Source: an optimization exercise on an open RTL-to-GDS flow (aim: small area, a short achievable clock period and few clock cycles per item). Production flows keep margins and buffers that such runs may drop.
In this exercise RTL edits were held to simulation tests only and were not proved equivalent to the original.

==> flow/design.v <==
module fmul(
    input  [7:0] b,
    input  [7:0] c,
    output [7:0] p,
    output       pz
    );
    wire [3:0] u = b[3:0];
    wire [3:0] v = c[3:0];
    wire s0 = (u[1] & v[3]) ^ (u[2] & v[2]);
    wire c0 = (u[1] & v[3]) & (u[2] & v[2]);
    wire s1 = (u[2] & v[3]) ^ (u[3] & v[2]);
    wire c1 = (u[2] & v[3]) & (u[3] & v[2]);
    wire s2 = (u[0] & v[3]) ^ (u[1] & v[2]);
    wire c2 = (u[0] & v[3]) & (u[1] & v[2]);
    wire s3 = (u[3] & v[1]) ^ u[0] ^ v[0];
    wire c3 = ((u[3] & v[1]) & u[0]) | ((u[3] & v[1]) & v[0]) | ((u[0] & v[0]));
    wire s4 = u[1] ^ v[1] ^ c0;
    wire c4 = ((u[1] & v[1])) | (u[1] & c0) | (v[1] & c0);
    wire s5 = (u[3] & v[3]) ^ u[2] ^ v[2];
    wire c5 = ((u[3] & v[3]) & u[2]) | ((u[3] & v[3]) & v[2]) | ((u[2] & v[2]));
    wire s6 = (u[0] & v[2]) ^ (u[1] & v[1]);
    wire c6 = (u[0] & v[2]) & (u[1] & v[1]);
    wire s7 = (u[2] & v[1]) ^ (u[3] & v[0]) ^ s2;
    wire c7 = ((u[2] & v[1]) & (u[3] & v[0])) | ((u[2] & v[1]) & s2) | ((u[3] & v[0]) & s2);
    wire s8 = s0 ^ c2 ^ s3;
    wire c8 = (s0 & c2) | (s0 & s3) | (c2 & s3);
    wire s9 = s1 ^ c3 ^ s4;
    wire c9 = (s1 & c3) | (s1 & s4) | (c3 & s4);
    wire s10 = c1 ^ c4 ^ s5;
    wire c10 = (c1 & c4) | (c1 & s5) | (c4 & s5);
    wire s11 = u[3] ^ v[3] ^ c5;
    wire c11 = ((u[3] & v[3])) | (u[3] & c5) | (v[3] & c5);
    wire [9:0] r0 = {1'b0, 1'b1, c10, c9, c8, c7, c6, (u[2] & v[0]), (u[0] & v[1]), (u[0] & v[0])};
    wire [9:0] r1 = {1'b0, c11, s11, s10, s9, s8, s7, s6, (u[1] & v[0]), 1'b0};
    wire [9:0] m = r0 + r1;
    wire [2:0] es  = b[6:4] + c[6:4];
    wire [2:0] pe0 = es + 3'd5;
    wire [2:0] pe1 = es + 3'd6;
    assign p = {b[7] ^ c[7], m[9] ? pe1 : pe0, m[9] ? m[8:5] : m[7:4]};
    assign pz = (b == 8'd0) || (c == 8'd0) || (p == 8'd0);
endmodule
module calc_frac_bits(
    input  [7:0] r,
    input  [7:0] p,
    input        pz,
    output [7:0] y
    );
    wire rz = (r == 8'd0);
    wire gt = (r[6:4] > p[6:4]) || ((r[6:4] == p[6:4]) && (r[3:0] > p[3:0]));
    wire r_big = pz || (!rz && gt);
    wire kill  = pz || rz;
    wire [2:0] eb = r_big ? r[6:4] : p[6:4];
    wire [3:0] fb = r_big ? r[3:0] : p[3:0];
    wire [3:0] fs = r_big ? p[3:0] : r[3:0];
    wire [3:0] de = {1'b0, r[6:4]} - {1'b0, p[6:4]};
    wire [2:0] d  = de[3] ? 3'd0 - de[2:0] : de[2:0];
    wire       sb = r_big ? r[7] : p[7];
    wire       sub = r[7] ^ p[7];
    wire [12:0] ya  = {!pz, p[3:0] & {4{!pz}}, 8'd0} >> d;
    wire [12:0] yb  = {!rz, r[3:0], 8'd0} >> d;
    wire [12:0] ysh = r_big ? ya : yb;
    wire [6:0]  yv  = {1'b0, ysh[12:7]};
    wire        stk = |ysh[6:0];
    wire [6:0]  xv  = {1'b0, 1'b1, fb, 1'b0};
    wire [6:0]  t   = xv + (yv ^ {7{sub}}) + {6'd0, sub & !stk};
    reg [2:0] ne;
    reg [3:0] nf;
    always @(*) begin
        if (t[6])      begin ne = eb + 3'd1; nf = t[5:2]; end
        else if (t[5]) begin ne = eb;        nf = t[4:1]; end
        else if (t[4]) begin ne = eb - 3'd1; nf = t[3:0]; end
        else if (t[3]) begin ne = eb - 3'd2; nf = {t[2:0], 1'b0}; end
        else           begin ne = eb - 3'd3; nf = {t[1:0], 2'b00}; end
    end
    assign y = {sb, ne, nf};
endmodule
module mac(
    input            Clk,
    input            Reset,
    input            go,
    input      [7:0] B,
    input      [7:0] C,
    output reg [7:0] Aout
    );
    wire [7:0] p;
    wire       pz;
    reg  [7:0] P;
    reg        Pz;
    wire [7:0] nxt;
    fmul u_mul(.b(B), .c(C), .p(p), .pz(pz));
    calc_frac_bits u_step(.r(Aout), .p(P), .pz(Pz), .y(nxt));
    always @(posedge Clk) begin
        P  <= p;
        Pz <= pz || !go;
        if (Reset) Aout <= 8'd0;
        else       Aout <= nxt;
    end
endmodule
module matrix(
    input clk,
    input [7:0] A00,
    input [7:0] A01,
    input [7:0] A02,
    input [7:0] A10,
    input [7:0] A11,
    input [7:0] A12,
    input [7:0] A20,
    input [7:0] A21,
    input [7:0] A22,
    input [7:0] B00,
    input [7:0] B01,
    input [7:0] B02,
    input [7:0] B10,
    input [7:0] B11,
    input [7:0] B12,
    input [7:0] B20,
    input [7:0] B21,
    input [7:0] B22,
    output[7:0] Out00,
    output[7:0] Out01,
    output[7:0] Out02,
    output[7:0] Out10,
    output[7:0] Out11,
    output[7:0] Out12,
    output[7:0] Out20,
    output[7:0] Out21,
    output[7:0] Out22,
    input Reset,
    input Load,
    output Done
    );
    reg [1:0] ph;
    assign Done = (ph == 2'd0);
    wire go = !Reset && (Done ? Load : (ph != 2'd3));
    reg [1:0] ph_n;
    always @(*) begin
        if (Reset)     ph_n = 2'd0;
        else if (Done) ph_n = Load ? 2'd1 : 2'd0;
        else           ph_n = ph + 2'd1;
    end
    reg s0, s1, s2;
    always @(posedge clk) begin
        ph <= ph_n;
        s0 <= (ph_n == 2'd0) || (ph_n == 2'd3);
        s1 <= (ph_n == 2'd1);
        s2 <= (ph_n == 2'd2);
    end
    wire [7:0] a0 = ({8{s0}} & A00) | ({8{s1}} & A01) | ({8{s2}} & A02);
    wire [7:0] a1 = ({8{s0}} & A10) | ({8{s1}} & A11) | ({8{s2}} & A12);
    wire [7:0] a2 = ({8{s0}} & A20) | ({8{s1}} & A21) | ({8{s2}} & A22);
    wire [7:0] b0 = ({8{s0}} & B00) | ({8{s1}} & B10) | ({8{s2}} & B20);
    wire [7:0] b1 = ({8{s0}} & B01) | ({8{s1}} & B11) | ({8{s2}} & B21);
    wire [7:0] b2 = ({8{s0}} & B02) | ({8{s1}} & B12) | ({8{s2}} & B22);
    mac mac_00(.Clk(clk), .Reset(Reset), .go(go), .B(a0), .C(b0), .Aout(Out00));
    mac mac_01(.Clk(clk), .Reset(Reset), .go(go), .B(a0), .C(b1), .Aout(Out01));
    mac mac_02(.Clk(clk), .Reset(Reset), .go(go), .B(a0), .C(b2), .Aout(Out02));
    mac mac_10(.Clk(clk), .Reset(Reset), .go(go), .B(a1), .C(b0), .Aout(Out10));
    mac mac_11(.Clk(clk), .Reset(Reset), .go(go), .B(a1), .C(b1), .Aout(Out11));
    mac mac_12(.Clk(clk), .Reset(Reset), .go(go), .B(a1), .C(b2), .Aout(Out12));
    mac mac_20(.Clk(clk), .Reset(Reset), .go(go), .B(a2), .C(b0), .Aout(Out20));
    mac mac_21(.Clk(clk), .Reset(Reset), .go(go), .B(a2), .C(b1), .Aout(Out21));
    mac mac_22(.Clk(clk), .Reset(Reset), .go(go), .B(a2), .C(b2), .Aout(Out22));
endmodule
Settings: LEC_CHECK=0, ABC_AREA=1, CAP_MARGIN=20, CORE_MARGIN=2, CORE_UTILIZATION=40, SETUP_SLACK_MARGIN=1.5, SLEW_MARGIN=20; clock period 5.0 ns.
standard.sh (not shown) runs the stock make flow with config.mk's settings and CLKGATE_MAP_FILE= SYNTH_SCRIPT=/design/flow/synth_recipe.tcl, a recipe that flattens the netlist after the stock synthesis.
==> flow/flow/run.sh <==
#!/bin/bash
# The standard layout, with three changes:
# - each port is buffered by a sky130_fd_sc_hd__buf_1 instead of the default
#   port buffer cell;
# - synthesis leaves adders to ABC instead of mapping them to the library's
#   full/half-adder cells first (ADDER_MAP_FILE empty);
# - ABC maps with flow/abc_map.script (two rounds of dch and map, with mfs2 between) instead of the
#   standard area script.
# Everything else is the standard flow's synthesis (synth_recipe.tcl), so the registers
# are the standard synthesis's.
set -euo pipefail
W=$PWD
cat > "$W/own_synth.tcl" <<EOT
proc abc {args} {
  set i [lsearch -exact \$args -script]
  if {\$i >= 0} { lset args [expr {\$i + 1}] {$W/flow/abc_map.script} }
  yosys abc {*}\$args
}
source {$W/synth_recipe.tcl}
EOT
export BUFFER_PORTS_ARGS="-buffer_cell sky130_fd_sc_hd__buf_1"
bash standard.sh ADDER_MAP_FILE= SYNTH_SCRIPT="$W/own_synth.tcl" finish > standard_flow.log 2>&1
==> flow/flow/abc_map.script <==
strash
dc2
dch -f
map -B 0.9
mfs2
strash
dch -f
map -B 0.9
topo
stime -c
buffer -c
upsize -c
dnsize -c
Testbench counts at the start, summed over its fixed seeds: cycles 512, items 128.
Then changed:
--- a/flow/flow/run.sh
+++ b/flow/flow/run.sh
@@ -1,3 +1,3 @@
 #!/bin/bash
-# The standard layout, with three changes:
+# The standard layout, with four changes:
 # - each port is buffered by a sky130_fd_sc_hd__buf_1 instead of the default
@@ -8,2 +8,5 @@
 #   standard area script.
+# - timing repair aims at a setup slack of 1.6 ns up to clock tree synthesis
+#   and of 0.8 ns after it (SETUP_SLACK_MARGIN), so that the repair after
+#   global routing does not upsize much.
 # Everything else is the standard flow's synthesis (synth_recipe.tcl), so the registers
@@ -21,2 +24,3 @@
 export BUFFER_PORTS_ARGS="-buffer_cell sky130_fd_sc_hd__buf_1"
-bash standard.sh ADDER_MAP_FILE= SYNTH_SCRIPT="$W/own_synth.tcl" finish > standard_flow.log 2>&1
+bash standard.sh ADDER_MAP_FILE= SYNTH_SCRIPT="$W/own_synth.tcl" SETUP_SLACK_MARGIN=1.6 cts > standard_flow_cts.log 2>&1
+bash standard.sh ADDER_MAP_FILE= SYNTH_SCRIPT="$W/own_synth.tcl" SETUP_SLACK_MARGIN=0.8 finish > standard_flow_finish.log 2>&1
- CORE_UTILIZATION: 40 -> 55
- CTS_BUF_LIST: not set -> sky130_fd_sc_hd__clkbuf_4 sky130_fd_sc_hd__clkbuf_8
- PLACE_DENSITY: not set -> 0.65
- SETUP_SLACK_MARGIN: 1.5 -> not set
Outcome:
- setup slack degrades by 0.11 ns
- synthesized cell count stays the same
- cell count decreases by 7.7%
- via count falls by about 6.6%
- wire length went down by 17%
- hold slack is worse by 0.0057 ns
- core utilization went up by 8.2 points
Then changed:
--- a/flow/flow/run.sh
+++ b/flow/flow/run.sh
@@ -8,3 +8,3 @@
 #   standard area script.
-# - timing repair aims at a setup slack of 1.6 ns up to clock tree synthesis
+# - timing repair aims at a setup slack of 1.5 ns up to clock tree synthesis
 #   and of 0.8 ns after it (SETUP_SLACK_MARGIN), so that the repair after
@@ -24,3 +24,3 @@
 export BUFFER_PORTS_ARGS="-buffer_cell sky130_fd_sc_hd__buf_1"
-bash standard.sh ADDER_MAP_FILE= SYNTH_SCRIPT="$W/own_synth.tcl" SETUP_SLACK_MARGIN=1.6 cts > standard_flow_cts.log 2>&1
+bash standard.sh ADDER_MAP_FILE= SYNTH_SCRIPT="$W/own_synth.tcl" SETUP_SLACK_MARGIN=1.5 cts > standard_flow_cts.log 2>&1
 bash standard.sh ADDER_MAP_FILE= SYNTH_SCRIPT="$W/own_synth.tcl" SETUP_SLACK_MARGIN=0.8 finish > standard_flow_finish.log 2>&1
- CAP_MARGIN: 20 -> 0
- CORE_UTILIZATION: 55 -> 40
- CTS_BUF_LIST: sky130_fd_sc_hd__clkbuf_4 sky130_fd_sc_hd__clkbuf_8 -> not set
- PLACE_DENSITY: 0.65 -> not set
- SLEW_MARGIN: 20 -> 0
Effect: The new run completed with no timing, DRC or antenna violations. Cell area increases by 0.95%. Setup slack is worse by 0.089 ns. Cell count grows by about 3.6%. First-iteration DRC count went up by about 40%.
Then changed:
- CAP_MARGIN: 0 -> 20
- CORE_UTILIZATION: 40 -> 55
- CTS_BUF_LIST: not set -> sky130_fd_sc_hd__clkbuf_4 sky130_fd_sc_hd__clkbuf_8
- PLACE_DENSITY: not set -> 0.65
- SLEW_MARGIN: 0 -> 20
What happened:
- core utilization is higher by 16 points
- cell area fell by about 1.5%
- maximum frequency went up by about 1.4%
- worst hold slack loses 0.0083 ns
- setup slack gets better by 0.050 ns
- final cell count shrinks by 3.5%
- non-clock buffer count rose by 2
- routed wire length went down by 3.4%
Then changed:
==> flow/flow/run.sh (replaced) <==
#!/bin/bash
# The standard layout, with three changes:
# - each port is buffered by a sky130_fd_sc_hd__buf_1 instead of the default
#   port buffer cell;
# - synthesis leaves adders to ABC instead of mapping them to the library's
#   full/half-adder cells first (ADDER_MAP_FILE empty);
# - ABC maps with flow/abc_amap.script (area-oriented amap) instead of the
#   standard area script.
# Everything else is the standard flow's synthesis (synth_recipe.tcl), so the registers
# are the standard synthesis's.
set -euo pipefail
W=$PWD
cat > "$W/own_synth.tcl" <<EOT
proc abc {args} {
  set i [lsearch -exact \$args -script]
  if {\$i >= 0} { lset args [expr {\$i + 1}] {$W/flow/abc_amap.script} }
  yosys abc {*}\$args
}
source {$W/synth_recipe.tcl}
EOT
export BUFFER_PORTS_ARGS="-buffer_cell sky130_fd_sc_hd__buf_1"
bash standard.sh ADDER_MAP_FILE= SYNTH_SCRIPT="$W/own_synth.tcl" finish > standard_flow.log 2>&1
==> flow/flow/abc_amap.script (new file) <==
strash
dch
amap
topo
stime -c
buffer -c
upsize -c
dnsize -c
- CORE_UTILIZATION: 55 -> 40
- CTS_BUF_LIST: sky130_fd_sc_hd__clkbuf_4 sky130_fd_sc_hd__clkbuf_8 -> not set
- PLACE_DENSITY: 0.65 -> not set
- SETUP_SLACK_MARGIN: not set -> 1.0
removed: flow/flow/abc_map.script
The new run went through all stages and came out clean; sequential cell count is unchanged; clock skew fell by 0.0046 ns; routed wire length increases by 20%; clock-buffer cell count fell by 2; global-route usage is lower by 1.9 points.
Then changed:
==> flow/flow/run.sh (replaced) <==
#!/bin/bash
# The standard layout, with two changes: each port is buffered by a
# sky130_fd_sc_hd__buf_1 instead of the default port buffer cell, and
# synthesis leaves adders to ABC instead of mapping them to the library's
# full/half-adder cells first (ADDER_MAP_FILE empty). Registers are the
# standard synthesis's.
set -euo pipefail
export BUFFER_PORTS_ARGS="-buffer_cell sky130_fd_sc_hd__buf_1"
bash standard.sh ADDER_MAP_FILE= finish > standard_flow.log 2>&1
- SETUP_SLACK_MARGIN: 1.0 -> 0.5
removed: flow/flow/abc_amap.script
Effect:
- first-iteration DRC count fell by about 18%
- sequential share of layout area rose by 0.91 points
- routed wire length fell by about 8%
- worst hold slack barely changes
- core utilization fell by 19 points
- register-to-register slack gets better by 0.98 ns
- count of clock-buffer cells in the layout fell by 1
- area after synthesis rose by about 30%
- design area fell by 9.7%
- via count rose by 6.0%

static timing again, ports no longer ideal:
The results above use ideal ports. As a check the final layouts listed here were re-extracted and re-timed, cells and wires unchanged.
Step 1 sets driving cells, clkbuf_16 on the clock port and buf_2 on the other inputs (assumed; they add their load-dependent delay and slew).
Step 2 times the ports against the registers' clock, not the clock port: input delays grow and output delays shrink by t, the midpoint of the rising clock arrivals with the driver on.
Three values: ideal ports, drivers, drivers and shift; two values: the first two.
run | t (ns) | setup WS [ns] | clock arrival spread, ns | worst register clock-pin slew, ns | worst data-port slew with drivers (ns)
the first run | 0.568 | 1.624 / 1.624 / 1.123 | 0.015 / 0.016 | 0.08 / 0.08 | 0.07
the second run | 0.595 | 1.512 / 1.522 / 0.941 | 0.017 / 0.017 | 0.09 / 0.09 | 0.04
the third run | 0.555 | 1.423 / 1.464 / 0.909 | 0.014 / 0.014 | 0.08 / 0.08 | 0.07
the fourth run | 0.598 | 1.473 / 1.473 / 0.947 | 0.018 / 0.018 | 0.09 / 0.09 | 0.04
the fifth run | 0.532 | 0.305 / 0.305 / 0.266 | 0.014 / 0.014 | 0.07 / 0.07 | 0.09
the sixth run | 0.552 | 1.290 / 1.290 / 1.052 | 0.015 / 0.015 | 0.07 / 0.07 | 0.06
After both steps every run listed still meets setup and hold. For the second run, which loses most, drivers alone change the setup slack by +0.010 ns; drivers and shift together by -0.571 ns.
